Source: an optimization exercise on an open RTL-to-GDS flow (aim: small area and a short achievable clock period). Production flows keep margins and buffers that such runs may drop. The RTL was checked by simulation tests, not by an equivalence proof against the original design.

--- flow/config.mk ---
export PLATFORM = sky130hd
export DESIGN_NAME = CPU
export DESIGN_NICKNAME = CPU
export VERILOG_FILES = /design/flow/design.v
export SDC_FILE = /design/flow/constraint.sdc
export NUM_CORES = 4
export LEC_CHECK = 0
export CAP_MARGIN = 20
export CORE_MARGIN = 2
export CORE_UTILIZATION = 40
export SLEW_MARGIN = 20
--- flow/constraint.sdc ---
create_clock -name core_clock -period 15.0 [get_ports {clk}]
set_input_delay 3.0000 -clock core_clock [delete_from_list [all_inputs] [get_ports {clk}]]
set_output_delay 3.0000 -clock core_clock [all_outputs]
set_load 0.01 [all_outputs]
--- flow/design.v ---
module reg_32bit(out, in, enable, reset, clk);
output [31:0] out;
reg [31:0] out;
input  [31:0] in;
input enable, clk, reset;
always @(posedge clk)
begin
	if(reset)
		out <= 0;
	else
	if(enable)
		out <= in;
end
endmodule
module reg_32bitne(out, in, reset, clk);
output [31:0] out;
reg [31:0] out;
input  [31:0] in;
input clk, reset;
always @(posedge clk)
begin
	if(reset == 1'b1)
		out <= 0;
	else
		out <= in;
end
endmodule
module reg_2bitne(out, in, reset, clk);
output 	[1:0] 	out;
reg 		[1:0] 	out;
input  	[1:0] 	in;
input 			clk, reset;
always @(posedge clk)
begin
	if(reset == 1'b1)
		out <= 0;
	else
		out <= in;
end
endmodule
module reg_5bitne(out, in, reset, clk);
output 	[4:0] 	out;
reg 		[4:0] 	out;
input  	[4:0] 	in;
input 			clk, reset;
always @(posedge clk)
begin
	if(reset == 1'b1)
		out <= 0;
	else
		out <= in;
end
endmodule
module reg_14bitne(out, in, reset, clk);
output 	[13:0] 	out;
reg 		[13:0] 	out;
input  	[13:0] 	in;
input 			clk, reset;
always @(posedge clk)
begin
	if(reset == 1'b1)
		out <= 0;
	else
		out <= in;
end
endmodule
module mux2to1(out, in0, in1, sel);
output [31:0] out;
reg [31:0] out;
input [31:0] in0, in1;
input sel;
always @(in0, in1, sel)
	out = sel ? in1: in0;
endmodule
module mux2to1_1bit(out, in0, in1, sel);
output  out;
reg  out;
input  in0, in1;
input sel;
always @(in0, in1, sel)
	out = sel ? in1: in0;
endmodule
module mux2to1_5bit(out, in0, in1, sel);
output [4:0] out;
reg [4:0] out;
input [4:0] in0, in1;
input sel;
always @(in0, in1, sel)
	out = sel ? in1: in0;
endmodule
module mux3to1_32bit(out, in0,in1,in2,select);
	output	[31:0] 	out;
	reg		[31:0] 	out;
	input 	[31:0] in0, in1, in2;
	input 	[1:0] select;
always @(select or in0 or in2 or in1)
begin
	 case(select)
	 	0:	out = in0;
		1:	out = in1;
		2:	out = in2;
		default: out = in0;
	endcase
end
endmodule
module incrementer(out, in);
output [31:0] out;
input [31:0] in;
reg [31:0] out;
always @(in)
	out = in + 1;
endmodule
module signextend(extendout, in);
input [15:0] in;
output [31:0] extendout;
reg [31:0] extendout;
always @(in)
if (in[15] == 1)
	extendout = {16'hffff,in};
else
	extendout = {16'h0000,in};
endmodule
module signextend26(extendout, in);
input [25:0] in;
output [31:0] extendout;
reg [31:0] extendout;
always @(in)
if (in[25] == 1)
	extendout = {6'b111111,in};
else
	extendout = {6'b000000,in};
endmodule
module memory2(clk, mem_read, mem_write, address, data_in, data_out);
  input  clk, mem_read, mem_write;
  input  [31:0] address, data_in;
  output [31:0] data_out;
  reg [31:0] mem_array [0:31];
  always @(posedge clk)
  begin
	if(mem_write)
		mem_array[address[4:0]] <= data_in;
  end
  assign data_out = mem_array[address[4:0]];
endmodule
module dmem(clk, reset, mem_write, address, data_in, data_out);
  input  clk, reset, mem_write;
  input  [31:0] address, data_in;
  output [31:0] data_out;
  integer i;
  reg [31:0] mem_array [0:31];
  always @(posedge clk)
  begin
	if(reset)
		for (i=0; i<32; i=i+1)
			mem_array[i] <= i;
	else if(mem_write)
		mem_array[address[4:0]] <= data_in;
  end
  assign data_out = mem_array[address[4:0]];
endmodule
module load_in_counter(countout,clk,reset);
	output 	[31:0]	countout;
	input			clk,reset;
	reg		[31:0]	countout;
always @ (posedge clk)
	if (reset)
	countout <= 0;
	else
	countout <= countout + 1;
endmodule
module RegFile(clk, reset, WriteData, WriteRegister, RegWrite, ReadReg1, ReadReg2, 
			ReadData1, ReadData2);
	output [31:0] ReadData1, ReadData2;
	reg [31:0] ReadData1, ReadData2;
	input reset;
	input [31:0] WriteData;
	input [4:0] WriteRegister, ReadReg1, ReadReg2;
	input RegWrite, clk;
	integer i;
	reg [31:0] Reg_File[31:0];  
	always @(*)
	begin
	ReadData1 = Reg_File[ReadReg1];
	ReadData2 = Reg_File[ReadReg2];
	if (ReadReg1 == WriteRegister && (ReadReg1 != 0) )
		ReadData1 = WriteData;
	if (ReadReg2 == WriteRegister && (ReadReg2 != 0) )
		ReadData2 = WriteData;
	end
	always @(posedge clk)
	begin
	if (reset) 
	begin
		for (i=0; i<32; i=i+1)
		Reg_File[i] <= 0;
	end
	else if (RegWrite)
		begin
		if (WriteRegister != 32'd0)
		Reg_File[WriteRegister] <= WriteData;
		end
	end
endmodule
module alu(a, b, aluop, shamt,  result, hi, lo);
	input signed	[31:0]	a, b;
	input 		[3:0]	aluop;
	input 		[4:0]	shamt;
	output signed  [31:0]	result, hi, lo;
	reg signed		[31:0]	result, hi, lo;
always @(a or b or aluop or shamt)
begin
	lo = 0;
	hi = 0;
	result = 0;
	case (aluop)
		4'b0000:	result = a & b;			 
		4'b0001:	result = a | b;			 
		4'b0010:	result = a+b;				 
		4'b0011:	result = b << shamt;		 
		4'b0100:	result = b >> shamt;	    
		4'b0101:	result = b << 16;   		 
		4'b0110:	result = a-b;				 
		4'b0111:	if (a < b) result = 1;
				else result = 0;			 
		4'b1000:	begin
				{hi,lo} = a*b;				 
				end
		default: 	result =0;
	endcase
end
endmodule
module alucontrol(funct,opcode,aluop, shamt, aluout);
    input		[5:0]	funct,opcode;
    input		[1:0]	aluop;
    output	[8:0]	aluout;
    reg		[3:0]	alu;
    input		[4:0]	shamt;	
assign  aluout = {shamt, alu};
always @(funct or aluop or opcode)
	begin
	case (aluop)
		2'b00:	alu = 4'b0010;	     
		2'b01:	alu = 4'b0110;	     
		2'b10: begin
  			case (funct)
				0:	alu = 4'b0011;		 
				2:	alu = 4'b0100;		 
				32:	alu = 4'b0010;		 
				34:	alu = 4'b0110;		 
				33:	alu = 4'b0010;		 
				35:	alu = 4'b0110;		 
				24: 	alu = 4'b1000;		 
				26:	alu = 4'b1001;		 
				16:	alu = 4'b0010;		 
				18: 	alu = 4'b0010;		 
				36: 	alu = 4'b0000;		 
				37:	alu = 4'b0001;		 
				42:	alu = 4'b0111;		 
 				default: alu = 4'b1111; 
			endcase
		end
		2'b11: begin				 
				case (opcode)
				8:	alu = 4'b0010;		 
				12:	alu = 4'b0000;		 
				13:	alu = 4'b0001;		 
				10:	alu = 4'b0111;		 
				15:	alu = 4'b0101;		 
				default: alu = 4'b1111;
				endcase
			end
		endcase
	end
endmodule
module multiplycontrol(Opcode,Funct,AluMux,HiLoEnable);
	input	[5:0]	Funct, Opcode;
	output	[1:0]	AluMux;
	output			HiLoEnable;
	reg		[1:0]	AluMux;
	reg				HiLoEnable;
always @ (Funct or Opcode)
begin
		AluMux = 0;
		HiLoEnable = 0;
	 if (Opcode == 0)
	 begin
		if (Funct == 24)
			begin
			HiLoEnable = 1;
			AluMux = 0;
			end
		if (Funct == 16)
			begin
				HiLoEnable = 0;
			AluMux = 2'b01;
			end
		if (Funct == 18)
			begin
			HiLoEnable = 0;
			AluMux = 2'b10;
			end
	  end
end
endmodule
module pipecontrol(opcode, equal, RegDst, AluOp, AluSrc, BranchMux, MemRead, MemWrite, ZeroMux, RegWrite, MemToReg, IfFlush);
	input 	[5:0] opcode;
	input		 equal;
	output 	[1:0] AluOp, BranchMux;
	output		 RegDst, AluSrc, MemRead, MemWrite, ZeroMux, RegWrite, MemToReg, IfFlush;
	reg		[1:0] AluOp;
	reg			 RegDst, AluSrc, MemRead, MemWrite, ZeroMux, RegWrite, MemToReg, IfFlush;
	reg		[2:0] caseoperation;
	reg		[1:0] BranchMux;
	parameter rformat = 0;
	parameter	iformat = 1;
	parameter lw	= 2;
	parameter	sw = 3;
	parameter	beq = 4;
	parameter	bne = 5;
	parameter 	j = 6;
always @ (opcode)
	begin
	caseoperation = 0;
	if (opcode == 0)
		caseoperation = rformat;
	if (opcode == 6'd8 || opcode == 6'd10 || opcode == 6'd12 || opcode == 6'd13 || opcode == 6'd15)
		caseoperation = iformat;
	if (opcode == 6'd35)
		caseoperation = lw;
	if (opcode == 6'd43)
		caseoperation = sw;
	if (opcode == 6'd4)
		caseoperation = beq;
	if (opcode == 6'd5)
		caseoperation = bne;
	if (opcode == 6'd2)
		caseoperation = j;
	end 
always @ (caseoperation or equal)
	begin
		case (caseoperation)
			rformat: begin
				RegDst = 1;
				AluOp = 2'b10;
				AluSrc = 0;
				BranchMux = 0;
				MemRead = 0;
				MemWrite = 0;
				ZeroMux = 1;		 
				RegWrite = 1;
				MemToReg = 0;
				IfFlush = 0;
				end
			iformat: begin
				RegDst = 0; 		 
				AluOp = 2'b11;
				AluSrc = 1;
				BranchMux = 0;
				MemRead = 0;
				MemWrite = 0;
				ZeroMux = 1;		 
				RegWrite = 1;
				MemToReg = 0;
				IfFlush = 0;
				end
			lw: begin
				RegDst = 0;
				AluOp = 2'b00;
				AluSrc = 1;
				BranchMux = 0;
				MemRead = 1;
				MemWrite = 0;
				ZeroMux = 1;		 
				RegWrite = 1;
				MemToReg = 1;
				IfFlush = 0;
				end
			sw: begin
				RegDst = 0;			 
				AluOp = 2'b00;
				AluSrc = 1;
				BranchMux = 0;
				MemRead = 0;
				MemWrite = 1;
				ZeroMux = 1;		 
				RegWrite = 0;
				MemToReg = 0;		 
				IfFlush = 0;
				end
			beq: begin
				RegDst = 0;			 
				AluOp = 2'b01;
				AluSrc = 0;
				MemRead = 0;
				MemWrite = 0;
				ZeroMux = 0;		 
				RegWrite = 0;
				MemToReg = 0;		 
				if (equal == 1)
					begin IfFlush = 1; BranchMux = 1; end
				else begin IfFlush = 0; BranchMux = 0; end
				end
			bne: begin
				RegDst = 0;			 
				AluOp = 2'b01;
				AluSrc = 0;
				MemRead = 0;
				MemWrite = 0;
				ZeroMux = 1;		 
				RegWrite = 0;
				MemToReg = 0;		 
				if (equal == 1)
					begin IfFlush = 1; BranchMux = 1; end
				else begin IfFlush = 0; BranchMux = 0; end
				end
			j: begin
				RegDst = 0;			 
				AluOp = 2'b00;		 
				AluSrc = 0;			 
				BranchMux = 2;			
				MemRead = 0;
				MemWrite = 0;		
				ZeroMux = 0;		 
				RegWrite = 0;
				MemToReg = 0;		 
				IfFlush = 1;
				end
			default: begin	 
				RegDst = 1;
				AluOp = 2'b10;
				AluSrc = 0;
				BranchMux = 0;
				MemRead = 0;
				MemWrite = 0;
				ZeroMux = 1;
				RegWrite = 1;
				MemToReg = 0;
				IfFlush = 0;
				end
		endcase
	end
endmodule
module hazardunit(OpCode, IFIDWrite, PCWrite, HazardMux, IDEX_Rt, IFID_Rs, IFID_Rt, MemRead, MemDest, WriteBackDest);
	output 	IFIDWrite, PCWrite, HazardMux;
	input [5:0] OpCode;
	input [4:0] IDEX_Rt;  
	input [4:0] IFID_Rs;  
	input [4:0] IFID_Rt; 
	input [4:0] MemDest;
	input [4:0] WriteBackDest;
	input MemRead;
    assign IFIDWrite = ((MemRead) && ((IDEX_Rt == IFID_Rs) || (IDEX_Rt == IFID_Rt))) ? 0 : 1;
    assign PCWrite   = ((MemRead) && ((IDEX_Rt == IFID_Rs) || (IDEX_Rt == IFID_Rt))) ? 0 : 1;
    assign HazardMux = ((MemRead) && ((IDEX_Rt == IFID_Rs) || (IDEX_Rt == IFID_Rt))) ? 1 : 0;
endmodule
module forwarding_unit( Select_A, Select_B, EX_A, EX_B, EXMEM_Dst, EXMEM_RegWrite, MEMWB_Dst, MEMWB_RegWrite);
    output reg [1:0]    Select_A;
    output reg [1:0]    Select_B;
    input      [4:0]    EX_A;
    input      [4:0]    EX_B;
    input      [4:0]    EXMEM_Dst;
    input               EXMEM_RegWrite;
    input      [4:0]    MEMWB_Dst;
    input               MEMWB_RegWrite;
    always @(*) begin
        if (EXMEM_Dst == EX_A && EXMEM_RegWrite == 1)
            Select_A = 2;
        else if (MEMWB_Dst == EX_A && MEMWB_RegWrite == 1)
            Select_A = 1;
        else
            Select_A = 0;
    end
    always @(*) begin
        if (EXMEM_Dst == EX_B && EXMEM_RegWrite == 1)
            Select_B = 2;
        else if (MEMWB_Dst == EX_B && MEMWB_RegWrite == 1)
            Select_B = 1;
        else
            Select_B = 0;
    end
endmodule
module stallmux(wb, m, ex, MemToReg, RegWrite,
					  MemRead, MemWrite,
					  RegDst, AluOp, AluSrc, AluMux, HiLoEnable,
					  HazardMuxSelect);
output [1:0] wb;
output [1:0] m;
output [13:0] ex;
reg [1:0] wb;
reg [1:0] m;
reg [13:0] ex;
input  MemToReg, RegWrite, MemRead, MemWrite, RegDst, AluSrc, HazardMuxSelect;
input [1:0] AluMux;
input HiLoEnable;
input [8:0] AluOp;
always @(MemToReg or RegWrite or MemRead or MemWrite or RegDst or AluOp or AluSrc or HazardMuxSelect
		or AluMux or HiLoEnable)
begin
	if(~HazardMuxSelect)
	begin
		wb = {MemToReg, RegWrite};
		m  = {MemRead, MemWrite};
		ex =	{RegDst, AluOp, AluSrc, AluMux, HiLoEnable};
	end
	else
	begin
		wb = 0;
		m  = 0;
		ex =	0;
	end
end	
endmodule
module jumpadd(BranchAddress, JOffset, BOffset, OpCode, IDEX_PC);
output         [31:0] BranchAddress;
reg            [31:0] BranchAddress;
input [25:0] JOffset;
input [31:0] IDEX_PC;
input [15:0] BOffset;
input [5:0] OpCode;
always @ (JOffset or BOffset or IDEX_PC or OpCode)
	if(OpCode == 2)
		if(JOffset[25] == 1)
			BranchAddress = {6'b111111,JOffset} + IDEX_PC;
		else
			BranchAddress = {6'b0000,JOffset} + IDEX_PC;
	else
		if(BOffset[15] == 1)
			BranchAddress = {16'hffff,BOffset} + IDEX_PC;
		else
			BranchAddress = {16'h0000,BOffset} + IDEX_PC;
endmodule
module CPU(out, wb_valid, wb_reg, clk, Reset, LoadInstructions, Instruction);
output [31:0] out;
output wb_valid;
output [4:0] wb_reg;
input Reset, LoadInstructions, clk;
input [31:0] Instruction;
wire [31:0] PCIn, PCOut, IncrementedAddress, BranchAddress, InstructionOut;
wire [31:0] LoadAddress, InstructionAddress, JumpAddress;
wire PCWrite, IF_Flush, IF_FlushorReset, IFID_Enable;
wire [1:0]  PCSelect;
wire [31:0] IDEX_Instruction, IDEX_PC;
wire HazardMuxSelect;
wire [5:0] OpCode;
assign OpCode = IDEX_Instruction[31:26];
wire RegDst, Equal, AluSrc, MemRead, MemWrite;
wire ZeroMuxSelect, RegWrite, MemToReg;
wire [1:0] AluOp;
wire [5:0] Funct;
assign Funct = IDEX_Instruction[5:0];
wire [1:0] AluMux;
wire HiLoEnable;
wire [1:0] WBControl, MEMControl;
wire [13:0] EXControl;
wire [15:0] BOffset;
assign BOffset = IDEX_Instruction[15:0];
wire [25:0] JOffset;
assign JOffset	 = IDEX_Instruction[25:0];
wire CompareOut;
assign CompareOut = (RegSrcA == RegSrcB);
wire [4:0] ReadReg1, ReadReg2;
assign ReadReg1 = IDEX_Instruction[25:21];
assign ReadReg2 = IDEX_Instruction[20:16];
wire [31:0] RegSrcA, RegSrcB;
wire [31:0] Immediate;
wire [8:0] AluCntrlOut;
wire [4:0] Shamt;
assign Shamt = IDEX_Instruction[10:6];
wire [1:0] IDEX_WBControl, IDEX_MEMControl;
wire [13:0] IDEX_EXControl;
wire [31:0] IDEX_A, IDEX_B;
wire [31:0] IDEX_Immediate;
wire [4:0]  IDEX_Rs, IDEX_Rt, IDEX_Rd;
wire MemReadEx;
assign MemReadEx = IDEX_MEMControl[1];
wire [1:0] MuxASelect;
wire [1:0] MuxBSelect;
wire [31:0] AluA, AluB, AluIB;
wire EX_AluSrc,  EX_HiLoEnable, EX_RegDst;
wire [8:0] EX_AluCntrlOut;
wire	[1:0] EX_AluMuxSelect;
assign EX_HiLoEnable = IDEX_EXControl[0];
assign EX_AluMuxSelect = IDEX_EXControl[2:1];
assign EX_AluSrc = IDEX_EXControl[3];
assign EX_AluCntrlOut = IDEX_EXControl[12:4];
assign EX_RegDst = 	IDEX_EXControl[13];
wire [31:0] AluResult, Hi, Lo, AluMuxResult;
wire [31:0] HiRegOut, LoRegOut;
wire [4:0] RegDestMuxOut;
wire [1:0] EXMEM_WBControl;
wire [1:0] EXMEM_MEMControl;
wire [31:0] MEM_Data;
wire [31:0] MemAluOut;
wire [4:0] MemDest;
wire 	 MEM_RegWrite;
assign MEM_RegWrite = EXMEM_WBControl[0];   
wire		MEM_MemRead;
wire		MEM_MemWrite;
assign MEM_MemRead = EXMEM_MEMControl[1];
assign MEM_MemWrite = EXMEM_MEMControl[0];
wire [31:0] MemOut;
wire [1:0] WB_WBControl;
wire [31:0] WBMemOut, WBAluOut;
wire RegWriteWB;
assign RegWriteWB =  WB_WBControl[0];
wire MemToRegSelect;
assign MemToRegSelect = WB_WBControl[1];
wire [31:0] WriteBackData;
assign out = WriteBackData;
wire [4:0] WriteBackDest;
assign wb_valid = RegWriteWB && (WriteBackDest != 5'd0);
assign wb_reg = WriteBackDest;
wire [32:0] ALU_A, ALU_B;
reg_32bit 			PC(PCOut, PCIn, PCWrite, Reset, clk);
memory2   			InstructionMem(clk, 1'b1, LoadInstructions, InstructionAddress,
					Instruction, InstructionOut);
mux2to1				AddressMux(InstructionAddress, PCOut, LoadAddress, LoadInstructions);
load_in_counter	AddressCounter(LoadAddress,clk,Reset);
incrementer			Increment(IncrementedAddress, PCOut);
mux3to1_32bit				BranchMux(PCIn, IncrementedAddress, BranchAddress, JumpAddress, PCSelect);
reg_32bit			IFID_PCReg(IDEX_PC, IncrementedAddress, IFID_Enable, IF_FlushorReset, clk);
or 					FlushOr(IF_FlushorReset, IF_Flush, Reset);
reg_32bit			IFID_InstructionReg(IDEX_Instruction, InstructionOut, IFID_Enable, IF_FlushorReset, clk);
hazardunit 	  HazardDetectionUnit(OpCode, IFID_Enable, PCWrite, HazardMuxSelect, IDEX_Rt, IDEX_Instruction[25:21], IDEX_Instruction[20:16], IDEX_MEMControl[1], MemDest, WriteBackDest);
pipecontrol 	  Control(OpCode, Equal, RegDst, AluOp, AluSrc, PCSelect, MemRead, MemWrite,
	  			     ZeroMuxSelect, RegWrite, MemToReg, IF_Flush);
multiplycontrol  MultControl(OpCode,Funct,AluMux,HiLoEnable);
stallmux StalMux(WBControl, MEMControl, EXControl, MemToReg, RegWrite,
					  MemRead, MemWrite,
					  RegDst, AluCntrlOut, AluSrc, AluMux, HiLoEnable,
					  HazardMuxSelect);
jumpadd  SmartAddressAdder(BranchAddress, JOffset, BOffset, OpCode, IDEX_PC);
mux2to1_1bit ZeroMux(Equal, CompareOut, ~CompareOut, ZeroMuxSelect);
RegFile RegisterFile(clk, Reset, WriteBackData, WriteBackDest, RegWriteWB, ReadReg1, ReadReg2, 
			RegSrcA, RegSrcB);
signextend SignExtender(Immediate, BOffset);
signextend26 SignExtender26(JumpAddress, IDEX_Instruction[25:0]);
alucontrol AluCntrl(Funct, OpCode, AluOp , Shamt, AluCntrlOut);
reg_2bitne  IDEX_WBReg(IDEX_WBControl, WBControl, Reset, clk);
reg_2bitne  IDEX_MEMReg(IDEX_MEMControl, MEMControl, Reset, clk);
reg_14bitne IDEX_EXReg(IDEX_EXControl, EXControl, Reset, clk);
reg_32bitne IDEX_RegSrcA(IDEX_A, RegSrcA, Reset, clk);
reg_32bitne IDEX_RegSrcB(IDEX_B, RegSrcB, Reset, clk);
reg_32bitne IDEX_ImmediateReg(IDEX_Immediate, HazardMuxSelect?0:Immediate, Reset, clk);
reg_5bitne  IDEX_RsReg(IDEX_Rs, HazardMuxSelect?0:IDEX_Instruction[25:21], Reset, clk);
reg_5bitne  IDEX_RtReg(IDEX_Rt, HazardMuxSelect?0:IDEX_Instruction[20:16], Reset, clk);
reg_5bitne  IDEX_RdReg(IDEX_Rd, HazardMuxSelect?0:IDEX_Instruction[15:11], Reset, clk);
mux2to1 ImmAluBMux(AluIB, ALU_B, IDEX_Immediate, EX_AluSrc);
alu MarkAlu(ALU_A, AluIB, EX_AluCntrlOut[3:0], EX_AluCntrlOut[8:4],  AluResult, Hi, Lo);
reg_32bit HiReg(HiRegOut, Hi, EX_HiLoEnable, Reset, clk);
reg_32bit LoReg(LoRegOut, Lo, EX_HiLoEnable, Reset, clk);
mux3to1_32bit AluResultMux(AluMuxResult, AluResult, HiRegOut, LoRegOut,  EX_AluMuxSelect);
mux2to1_5bit RegDstMux(RegDestMuxOut, IDEX_Rt, IDEX_Rd, EX_RegDst);
wire [1:0] Forward_A, Forward_B;
mux3to1_32bit forwardA(ALU_A, IDEX_A, out, MemAluOut, Forward_A);
mux3to1_32bit forwardB(ALU_B, IDEX_B, out, MemAluOut, Forward_B);
forwarding_unit forward(
           .Select_A( Forward_A          ),
           .Select_B( Forward_B          ),
               .EX_A( IDEX_Rs            ),
               .EX_B( IDEX_Rt            ),
          .EXMEM_Dst( MemDest            ),
     .EXMEM_RegWrite( EXMEM_WBControl[0] ),
          .MEMWB_Dst( WriteBackDest      ),
     .MEMWB_RegWrite( WB_WBControl[0]    )
);
reg_2bitne  EXMEM_WBReg(EXMEM_WBControl, IDEX_WBControl, Reset, clk);
reg_2bitne  EXMEM_MEMReg(EXMEM_MEMControl, IDEX_MEMControl, Reset, clk);
reg_32bitne EXMEM_ALUReg(MemAluOut, AluMuxResult, Reset, clk);
reg_5bitne  EXMEM_RegDest(MemDest, RegDestMuxOut, Reset, clk);
reg_32bitne EXMEM_MemData(MEM_Data, IDEX_B, Reset, clk);
dmem DataMem(clk, Reset, MEM_MemWrite, MemAluOut, MEM_Data, MemOut);
reg_2bitne  MEMWB_WBControl(WB_WBControl, EXMEM_WBControl, Reset, clk);
reg_32bitne MEMWB_MemDataReg(WBMemOut, MemOut, Reset, clk);
reg_32bitne MEMWB_ALUReg(WBAluOut, MemAluOut, Reset, clk);
reg_5bitne MEMWB_DataMem(WriteBackDest, MemDest, Reset, clk);
mux2to1 MemToRegMux(WriteBackData, WBAluOut, WBMemOut, MemToRegSelect);
endmodule
--- flow/run.sh ---
#!/bin/bash
# synth_recipe.tcl (not shown) runs the flow's synth.tcl, then flattens the netlist and writes it again
# the make line also repeats each setting of config.mk as NAME=value (left out here)
make -C /OpenROAD-flow-scripts/flow DESIGN_CONFIG=/design/flow/config.mk WORK_HOME=/design/flow/orfs CLKGATE_MAP_FILE= SYNTH_SCRIPT=/design/flow/synth_recipe.tcl finish
==> impl_metrics.toml <==
[floorplan]
start_util_pct = 40.2
die_y_um = 701
die_area_um2 = 491000
rows = 255
io_pins = 73
die_w_um = 701
core-area_um2 = 483000

[route]
routed_via_density = 6.10
wl_mm = 696
ant_nets = 0
post_drt_wl_per_cell_um = 32.6
drcViolationCount = 0
drtPass1Iterations = 6
drtIter0Drc = 17365
num_vias = 130243

[cts]
clk_latency_ps = 1050
cts_setup_buffers = 0
clkSinkCount = 3428
numCtsBuffers = 364
cts.hold.buffers_added = 0
clkTransAtPathRegs_ps = 70
cts_root_buffer = "clkbuf_16"
cts_tree = "yes"
h-tree-depth = 5
clockBufferDepth = 4
cts_resized = 0

[worst_setup_path]
worstPathArrival_ps = 13450
slowest_stage = "and4_1"
cp_max_fo = 32
path_common_cell = "fa_1"
critPathMaxStageDelay_ps = 960
crit_required_ps = 15920
cp-start-kind = "flip-flop"
worstSetupPathType = "reg -> reg"
cp_num_buf_inv = 8
cpLargestDelayFamily = "adder cells"
crit_path_end_kind = "flip-flop"

[synth]
synth_top_family_by_area = "adder cells"
synth_compound_area_share_pct = 6.54
synth.distinct_cells = 93
syn_area_um2 = 194000
synth_cells = 14863
synthXorXnorAreaFrac_pct = 0.722
yosysSeqAreaShare_pct = 51.2
ys_ff_latch = 3428
synthAdderAreaFrac_pct = 13.1
yosys_warnings = 30
avgSynthCellArea_um2 = 13.1
synth_edf_count = 3072
async_reset_ff_share_pct = 0
muxShareOfSynthArea_pct = 12.8
synth-main-ff-cell = "edfxtp_1"
synthSimpleGateAreaFrac_pct = 10.9

[placement]
finalWeightedCongestion = 1.03
dp.cells = 20650
dpl.hpwl_mm = 451
numPortBuffers = 72

[timing]
hold_viol_final = 0
drv_slew = 0
worst_slew_pin_slew_ps = 1300
finalCriticalPeriod_ps = 12530
setup_tns_ps = 0
rsz0062_at_grt = "no"
setup_violations = 0
max_freq_ghz = 0.0798
period_share_pct = 83.6
slew-limit-headroom_pct = 13.3
finalClockSkew_ps = 114
timing.hold.ws_ps = 429

[run_status]
status = "no timing/DRC/antenna violations"

[global_routing]
grt_antenna_before_repair = 64
overflow = 0
grt_pass1_wl_mm = 983
track_usage_pct = 28.0
grt_pass1_vias = 129440
grt_max_degree = 128

[layout]
layout_commonest_cell = "edfxtp_1"
fin_nets = 16009
final_util_pct = 44.5
area.growth.synth_to_final_pct = 10.8
fin_cells = 21359
drive_above_1_share_pct = 16.0
layout_common_cells = "edfxtp_1 (3,072), nor2_1 (1,874), inv_1 (1,109)"

[worst_hold_path]
hold_class = "reg -> reg"

[run]
maxCapViolCount = 0
## metal layers
layer	global-route usage, %	share of wire (%)	vias to the layer above
li1	-	-	52751
met1	37.0	38	67331
met2	41.7	44	8279
met3	8.77	13	1834
met4	14.0	6.1	48
met5	0	0.043	-
## metrics by stage
step	instance area, um^2	setup slack, ps
final	215000	2470
after global routing	215000	1920
after CTS	215000	2590
after detailed placement	203000	2600
after global placement	203000	2530
after floorplan	194000	5310
## Yosys cell counts, types with 77 or more instances
library cell,count,share of area [%]
edfxtp_1,3072,48
nor2_1,1952,3.8
inv_1,1110,2.1
fa_1,1085,11
and2_1,1004,3.2
mux4_2,981,11
clkbuf_1,916,1.8
nand2_1,767,1.5
a21oi_1,359,0.93
dfxtp_1,356,3.7
a22oi_1,297,1.1
ha_1,291,1.9
mux2i_1,257,1.3
o21ai_0,250,0.64
nor2b_1,149,0.48
a22o_1,139,0.63
a221oi_1,113,0.51
buf_2,112,0.29
nand3_1,112,0.29
buf_1,111,0.21
nor3_1,103,0.27
xnor2_1,99,0.45
or3_1,91,0.29
a31oi_1,82,0.26
nand2b_1,77,0.25
## flip-flops by register name (all words and copies together) (netlist names), 14 cells and up
| signal | count |
|---|---|
| InstructionMem.mem_array | 1024 |
| DataMem.mem_array | 1024 |
| RegisterFile.Reg_File | 1024 |
| MEMWB_MemDataReg.out | 32 |
| IDEX_EXReg.out | 14 |
| MEMWB_ALUReg.out | 32 |
| IDEX_RegSrcB.out | 32 |
| HiReg.out | 32 |
| IFID_InstructionReg.out | 32 |
| EXMEM_MemData.out | 32 |
| IDEX_RegSrcA.out | 32 |
| EXMEM_ALUReg.out | 32 |
| LoReg.out | 32 |
## worst reg2reg max path, delay by kind of cell (launching register included)
| family | cells | cell delay [ps] |
|---|---|---|
| adders and majority gates | 9 | 4840 |
| buffers and inverters | 8 | 2270 |
| DFF | 1 | 640 |
| AOI/OAI and AO/OA | 12 | 2620 |
| muxes | 1 | 280 |
| xor gates and xnor gates | 2 | 290 |
| and+or+nand+nor | 2 | 1490 |
## path summary, 6_finish.rpt
path / from / end / slack, ps / cells after the start
worst max-delay path: MEMWB_DataMem.out[2] / HiReg.out[30] / 2470 / 34
worst min register to register: EXMEM_ALUReg.out[7] / MEMWB_ALUReg.out[7] / 430 / 1
worst min-delay path: EXMEM_ALUReg.out[7] / MEMWB_ALUReg.out[7] / 430 / 1
worst max register to register: MEMWB_DataMem.out[2] / HiReg.out[30] / 2470 / 34
## cells by family (layout without fill, tap and decap cells)
kind of cell / count (synthesis) / count (layout)
flops: 3428 / 3428
xor+xnor: 160 / 160
simple gates: 4474 / 4474
fa+ha+maj: 1376 / 1376
compound gates: 1826 / 1826
buf+inv: 2343 / 2354
mux: 1255 / 1255
other cells: 1 / 61
## cell type report
| type | count | area [um^2] |
|---|---|---|
| inverters | 1137 | 4270 |
| clock buffers | 485 | 9930 |
| diodes | 29 | 72.6 |
| clock inverters | 188 | 1920 |
| multi-input cells | 9123 | 86900 |
| repair buffers | 544 | 4410 |
| flip-flops and latches | 3428 | 99400 |
| fillers | 43206 | 268000 |
| well taps | 6425 | 8040 |

-- re-timing with driven ports --
The flow's constraints put no driver on any port. The routed layout listed below was extracted and timed again, unchanged, in two steps. Step 1, drivers: a clkbuf_16 drives clk and a buf_2 each remaining input, both assumed. Step 2 times the ports against the registers' clock, not the clock port: input delays grow and output delays shrink by t, the midpoint of the rising clock arrivals with the driver on. Three values: no drivers, after step 1, after step 2; two values: the first two.
t (ns): 1.091
setup slack, ns: 2.467 / 2.467 / 2.467
slew at the worst register clock pin (ns): 0.09 / 0.09
worst slew at a driven data input, ns: 0.19
After both steps setup and hold are still met in this run. The setup slack of this run moves by 0.000 ns with the drivers and by 0.000 ns with both steps.
